Source: an optimization exercise on an open RTL-to-GDS flow (aim: small area, a short achievable clock period and few clock cycles per item). Production flows keep margins and buffers that such runs may drop.
Where RTL was checked, it was by simulation tests only, not by an equivalence proof against the original.

onyx:
==> flow/design.v (excerpt) <==
module cordic #(
    parameter WIDTH = 16,
    parameter ITERATIONS = 16,
    parameter FRAC_BITS = 14
) (
    input wire clk,
    input wire rst,
    input wire start,
    input wire signed [WIDTH-1:0] theta,
    output wire signed [WIDTH-1:0] cos_out,
    output wire signed [WIDTH-1:0] sin_out,
    output reg done
);
    reg signed [15:0] x, y, z;
    reg n1;                  
    reg dir;                 
    reg zpos;                
    reg [3:0] cnt;           
    reg [3:0] cx;            
    reg [3:0] cyn;           
    reg sec;                 
    reg busy;                
    reg ax;                  
    reg ayn;                 
    assign cos_out = x;
    assign sin_out = y;
    reg [15:0] atab;
    always @(*) begin
        case (cnt)
            4'd3:  atab = 16'h07F5;
            4'd4:  atab = 16'h03FE;
            4'd5:  atab = 16'h01FF;
            4'd6:  atab = 16'h00FF;
            4'd7:  atab = 16'h007F;
            4'd8:  atab = 16'h003F;
            4'd9:  atab = 16'h001F;
            4'd10: atab = 16'h000F;
            4'd11: atab = 16'h0007;
            4'd12: atab = 16'h0003;
            4'd13: atab = 16'h0001;
            default: atab = 16'h0000;
        endcase
    end
    reg [15:0] c012;
    always @(*) begin
        case ({z[15], n1, zpos})
            3'b001: c012 = 16'hA064;
            3'b000: c012 = 16'hBFBE;
            3'b011: c012 = 16'hDBBC;
            3'b010: c012 = 16'hFB16;
  ...
Settings: LEC_CHECK=0, ABC_AREA=1, CAP_MARGIN=20, CORE_MARGIN=2, CORE_UTILIZATION=50, SETUP_SLACK_MARGIN=5.0, SLEW_MARGIN=20; clock period 9.0 ns.
standard.sh (not shown) runs the stock make flow with config.mk's settings and CLKGATE_MAP_FILE= SYNTH_SCRIPT=/design/flow/synth_recipe.tcl, a recipe that flattens the netlist after the stock synthesis.
==> flow/flow/run.sh <==
#!/bin/bash
# The standard layout with plain buffers on the ports, and repair_timing
# aiming at a tighter period than the clock's (the SDC stays as it is).
set -euo pipefail
bash standard.sh "BUFFER_PORTS_ARGS=-buffer_cell sky130_fd_sc_hd__buf_1" SETUP_SLACK_MARGIN=6.0 finish > flow_make.log 2>&1
Having completed the whole flow, onyx delivered a layout that passed the timing, design-rule and antenna checks.
Testbench counts of onyx, summed over its fixed seeds: cycles 48,000, items 3,200.
Relative to onyx, the following input files were edited for harbor:
# onyx
export LEC_CHECK = 0
export ABC_AREA = 1
export CAP_MARGIN = 20
export CORE_MARGIN = 2
export CORE_UTILIZATION = 50
export SETUP_SLACK_MARGIN = 5.0
export SLEW_MARGIN = 20
create_clock -name core_clock -period 9.0 [get_ports {clk}]
# harbor
export LEC_CHECK = 0
export ABC_AREA = 1
export CAP_MARGIN = 20
export CORE_MARGIN = 2
export CORE_UTILIZATION = 65
export SETUP_SLACK_MARGIN = 5.0
export SLEW_MARGIN = 20
create_clock -name core_clock -period 9.0 [get_ports {clk}]
--- a/flow/flow/run.sh
+++ b/flow/flow/run.sh
@@ -4,2 +4,2 @@
 set -euo pipefail
-bash standard.sh "BUFFER_PORTS_ARGS=-buffer_cell sky130_fd_sc_hd__buf_1" SETUP_SLACK_MARGIN=6.0 finish > flow_make.log 2>&1
+bash standard.sh "BUFFER_PORTS_ARGS=-buffer_cell sky130_fd_sc_hd__buf_1" SETUP_SLACK_MARGIN=5.5 finish > flow_make.log 2>&1
==> results.txt <==
Per the final summary, harbor finished and its layout is clean on timing, DRC and antenna.
In summary, onyx completed successfully, with a layout that passed the timing, design-rule and antenna checks.
harbor against onyx: layout overhead on the synthesized area decreased 18 points, standard cell area after detailed placement decreased 0.58%, global-route usage increased 5.0 points, pre-CTS worst setup slack increased 0.021 ns.
Higher number of tapcells was reported by onyx, not harbor.
Worst path setup slack after routing ends up higher on onyx.
In harbor the sequential cell area share turned out 2.7 points higher than in onyx.
harbor ends up with a peak fanout along the critical path that is 3 higher than in onyx.
On non-clock buffer count: between onyx and harbor, it ends up higher for onyx.
[inputs] amber vs harbor
# harbor
export LEC_CHECK = 0
export ABC_AREA = 1
export CAP_MARGIN = 20
export CORE_MARGIN = 2
export CORE_UTILIZATION = 65
export SETUP_SLACK_MARGIN = 5.0
export SLEW_MARGIN = 20
create_clock -name core_clock -period 9.0 [get_ports {clk}]
# amber
export LEC_CHECK = 0
export ABC_AREA = 1
export CAP_MARGIN = 20
export CORE_MARGIN = 2
export CORE_UTILIZATION = 55
export SETUP_SLACK_MARGIN = 5.0
export SLEW_MARGIN = 20
export TNS_END_PERCENT = 10
create_clock -name core_clock -period 9.0 [get_ports {clk}]
--- a/flow/flow/run.sh
+++ b/flow/flow/run.sh
@@ -4,2 +4,2 @@
 set -euo pipefail
-bash standard.sh "BUFFER_PORTS_ARGS=-buffer_cell sky130_fd_sc_hd__buf_1" SETUP_SLACK_MARGIN=5.5 finish > flow_make.log 2>&1
+bash standard.sh "BUFFER_PORTS_ARGS=-buffer_cell sky130_fd_sc_hd__buf_1" SETUP_SLACK_MARGIN=5.75 finish > flow_make.log 2>&1
==> comparison <==
Per the final summary, amber finished and its layout is clean on timing, DRC and antenna.
Between amber and harbor, global-route usage is higher for harbor, amber comes in under that.
When amber is measured against harbor, its number of cells on the worst hold path turns out 1 lower.
Row number of global-route vias before repair: amber higher / harbor lower
Diff harbor -> amber: total of max-cap violations essentially unchanged; number of iterations in the first detailed-routing pass increased 1; flop-to-flop setup slack increased 0.20 ns; number of cell instances on the worst register-to-register path decreased 3.
[inputs] willow vs amber
# amber
export LEC_CHECK = 0
export ABC_AREA = 1
export CAP_MARGIN = 20
export CORE_MARGIN = 2
export CORE_UTILIZATION = 55
export SETUP_SLACK_MARGIN = 5.0
export SLEW_MARGIN = 20
export TNS_END_PERCENT = 10
create_clock -name core_clock -period 9.0 [get_ports {clk}]
# willow
export LEC_CHECK = 0
export ABC_AREA = 1
export CAP_MARGIN = 20
export CORE_MARGIN = 2
export CORE_UTILIZATION = 65
export SETUP_SLACK_MARGIN = 5.0
export SLEW_MARGIN = 20
export TNS_END_PERCENT = 10
create_clock -name core_clock -period 9.0 [get_ports {clk}]
--- a/flow/flow/run.sh
+++ b/flow/flow/run.sh
@@ -4,2 +4,2 @@
 set -euo pipefail
-bash standard.sh "BUFFER_PORTS_ARGS=-buffer_cell sky130_fd_sc_hd__buf_1" SETUP_SLACK_MARGIN=5.75 finish > flow_make.log 2>&1
+bash standard.sh "BUFFER_PORTS_ARGS=-buffer_cell sky130_fd_sc_hd__buf_1" SETUP_SLACK_MARGIN=5.5 finish > flow_make.log 2>&1
## What came out
- Delta (willow minus amber): met1 global-route usage now sits higher, final core utilization picked up an extra 9.1 points.
- amber → willow: maximum fanout along the worst path increased by 16 relative to the old numbers, setup slack after layout went down 0.20 ns, number of buffers other than clock buffers in the final layout saw a decrease.
- Compared with amber, willow shows a higher clock-pin slew on the worst setup and hold paths.
- Changes observed in willow relative to amber: fraction of standard cell area in multi-input logic climbed 1.6 points, die area dropped 15%.

* * *

The RTL this note starts from:
==> flow/design.v <==
module cordic #(
    parameter WIDTH = 16,
    parameter ITERATIONS = 16,
    parameter FRAC_BITS = 14
) (
    input wire clk,
    input wire rst,
    input wire start,
    input wire signed [WIDTH-1:0] theta,
    output wire signed [WIDTH-1:0] cos_out,
    output wire signed [WIDTH-1:0] sin_out,
    output reg done
);
    reg signed [15:0] x, y, z;
    reg [3:0] cnt;           
    wire busy = |cnt;
    assign cos_out = x;
    assign sin_out = y;
    reg signed [15:0] atab;
    always @(*) begin
        case (cnt)
            4'd1:  atab = 16'h1DAC;
            4'd2:  atab = 16'h0FAD;
            4'd3:  atab = 16'h07F5;
            4'd4:  atab = 16'h03FE;
            4'd5:  atab = 16'h01FF;
            4'd6:  atab = 16'h00FF;
            4'd7:  atab = 16'h007F;
            4'd8:  atab = 16'h003F;
            4'd9:  atab = 16'h001F;
            4'd10: atab = 16'h000F;
            4'd11: atab = 16'h0007;
            4'd12: atab = 16'h0003;
            4'd13: atab = 16'h0001;
            default: atab = 16'h0000;
        endcase
    end
    wire d0n = theta[15];
    wire signed [15:0] z1 = theta + (d0n ? 16'sh3243 : -16'sh3243);
    wire signed [15:0] y1 = d0n ? -16'sh4DBA : 16'sh4DBA;
    wire dn = z[15];
    wire signed [15:0] zn = z + (atab ^ {16{~dn}}) + {15'd0, ~dn};
    wire signed [15:0] xs = x >>> cnt;
    wire signed [15:0] ys = y >>> cnt;
    wire signed [15:0] xn = x + (ys ^ {16{~dn}}) + {15'd0, ~dn};
    wire signed [15:0] yn = y + (xs ^ {16{dn}}) + {15'd0, dn};
    always @(posedge clk or posedge rst) begin
        if (rst) begin
            cnt <= 4'd0;
            done <= 1'b0;
        end else if (start && !busy) begin
            cnt <= 4'd1;
            done <= 1'b0;
        end else if (busy) begin
            cnt <= cnt + 4'd1;
            if (cnt == 4'd15) done <= 1'b1;
        end
    end
    always @(posedge clk) begin
        if (start && !busy) begin
            x <= 16'sh4DBA;
            y <= y1;
            z <= z1;
        end else if (busy) begin
            x <= xn;
            y <= yn;
            z <= zn;
        end
    end
endmodule
make LEC_CHECK=0 ABC_CLOCK_PERIOD_IN_PS=2000 CAP_MARGIN=20 CORE_MARGIN=2 CORE_UTILIZATION=40 SETUP_SLACK_MARGIN=5.0 SLEW_MARGIN=20 finish   # period 9.0 ns
run.sh (not shown) runs the stock make flow with config.mk's settings and CLKGATE_MAP_FILE= SYNTH_SCRIPT=/design/flow/synth_recipe.tcl, a recipe that flattens the netlist after the stock synthesis.
Stock flow here: none of the scripts above is used.
The baseline produced a clean layout.
Then changed:
==> flow/flow/run.sh (new file) <==
#!/bin/bash
# The standard layout with plain buffers on the ports.
set -euo pipefail
bash standard.sh "BUFFER_PORTS_ARGS=-buffer_cell sky130_fd_sc_hd__buf_1" finish > flow_make.log 2>&1
==> flow/standard.sh (new file) <==
#!/bin/bash
# synth_recipe.tcl (not shown) runs the flow's synth.tcl, then flattens the netlist and writes it again
# the make line also repeats each setting of config.mk as NAME=value (left out here)
make -C /OpenROAD-flow-scripts/flow DESIGN_CONFIG=/design/flow/config.mk WORK_HOME=/design/flow/orfs CLKGATE_MAP_FILE= SYNTH_SCRIPT=/design/flow/synth_recipe.tcl "${@:-finish}"
- ABC_AREA: unset -> 1
- ABC_CLOCK_PERIOD_IN_PS: 2000 -> unset
- CORE_UTILIZATION: 40 -> 65
removed: flow/run.sh
Result: Critical path depth fell by 1. Count of clock-buffer cells in the layout shrinks by 1. Final area shrinks by 17%. Routed wire length fell by 3.9%. Via count grows by 10%.
Then changed:
==> flow/flow/run.sh (replaced) <==
#!/bin/bash
# The standard layout, with repair_timing aiming at a tighter period
# than the clock's (the SDC and everything else stay as they are).
set -euo pipefail
bash standard.sh SETUP_SLACK_MARGIN=6.0 finish > flow_make.log 2>&1
- CORE_UTILIZATION: 65 -> 40
Outcome:
- final cell count came out higher by 16%
- register-to-register slack is better by 0.41 ns
- non-clock buffer count came out higher by 100
- setup slack is better by 0.35 ns
- global-route usage came out lower by 9.8 points
Then changed:
==> flow/run.sh (new file) <==
#!/bin/bash
# synth_recipe.tcl (not shown) runs the flow's synth.tcl, then flattens the netlist and writes it again
# the make line also repeats each setting of config.mk as NAME=value (left out here)
make -C /OpenROAD-flow-scripts/flow DESIGN_CONFIG=/design/flow/config.mk WORK_HOME=/design/flow/orfs CLKGATE_MAP_FILE= SYNTH_SCRIPT=/design/flow/synth_recipe.tcl finish
- ABC_AREA: 1 -> unset
- SETUP_SLACK_MARGIN: 5.0 -> unset
removed: flow/flow/run.sh
removed: flow/standard.sh
Outcome: Core utilization is lower by 12 points. Sequential share of layout area is higher by 3.7 points. Cell area is lower by 21%. First-iteration DRC count is lower by 35%. Routed wire length is lower by 20%. Final cell count is lower by 22%. Hold slack improved by 0.033 ns. Via count is lower by 18%.
No functional check of the RTL was part of any run of this note.

-- static timing again, ports no longer ideal --
The results above use ideal ports. As a check the final layouts listed here were re-extracted and re-timed, cells and wires unchanged.
Step 1 sets driving cells, clkbuf_16 on the clock port and buf_2 on the other inputs (assumed; they add their load-dependent delay and slew).
Step 2 moves the port delays by t, midway between the first and last clock arrival at a register: inputs arrive t later, outputs are due t later. That takes back most of the time a late clock gives input paths.
a / b / c = ideal ports / drivers / drivers and shift; a / b = the first two.
| run | shift t [ns] | setup WS [ns] | pins driven straight from the clock port |
|---|---|---|---|
| onyx | 0.390 | 5.896 / 5.896 / 5.774 | 1 |
| harbor | 0.391 | 5.712 / 5.712 / 5.485 | 1 |
| amber | 0.386 | 5.888 / 5.910 / 5.525 | 1 |
| willow | 0.392 | 5.686 / 5.686 / 5.484 | 1 |
| the first run of note 2 | 0.341 | 5.037 / 5.037 / 4.799 | 1 |
| the second run of note 2 | 0.360 | 5.273 / 5.273 / 4.941 | 1 |
| the third run of note 2 | 0.347 | 5.618 / 5.598 / 5.251 | 1 |
| the fourth run of note 2 | 0.342 | 4.124 / 4.127 / 3.796 | 1 |
After both steps every run listed still meets setup and hold. The setup slack of the third run of note 2, which loses most, moves by -0.020 ns with the drivers and by -0.367 ns with both steps.
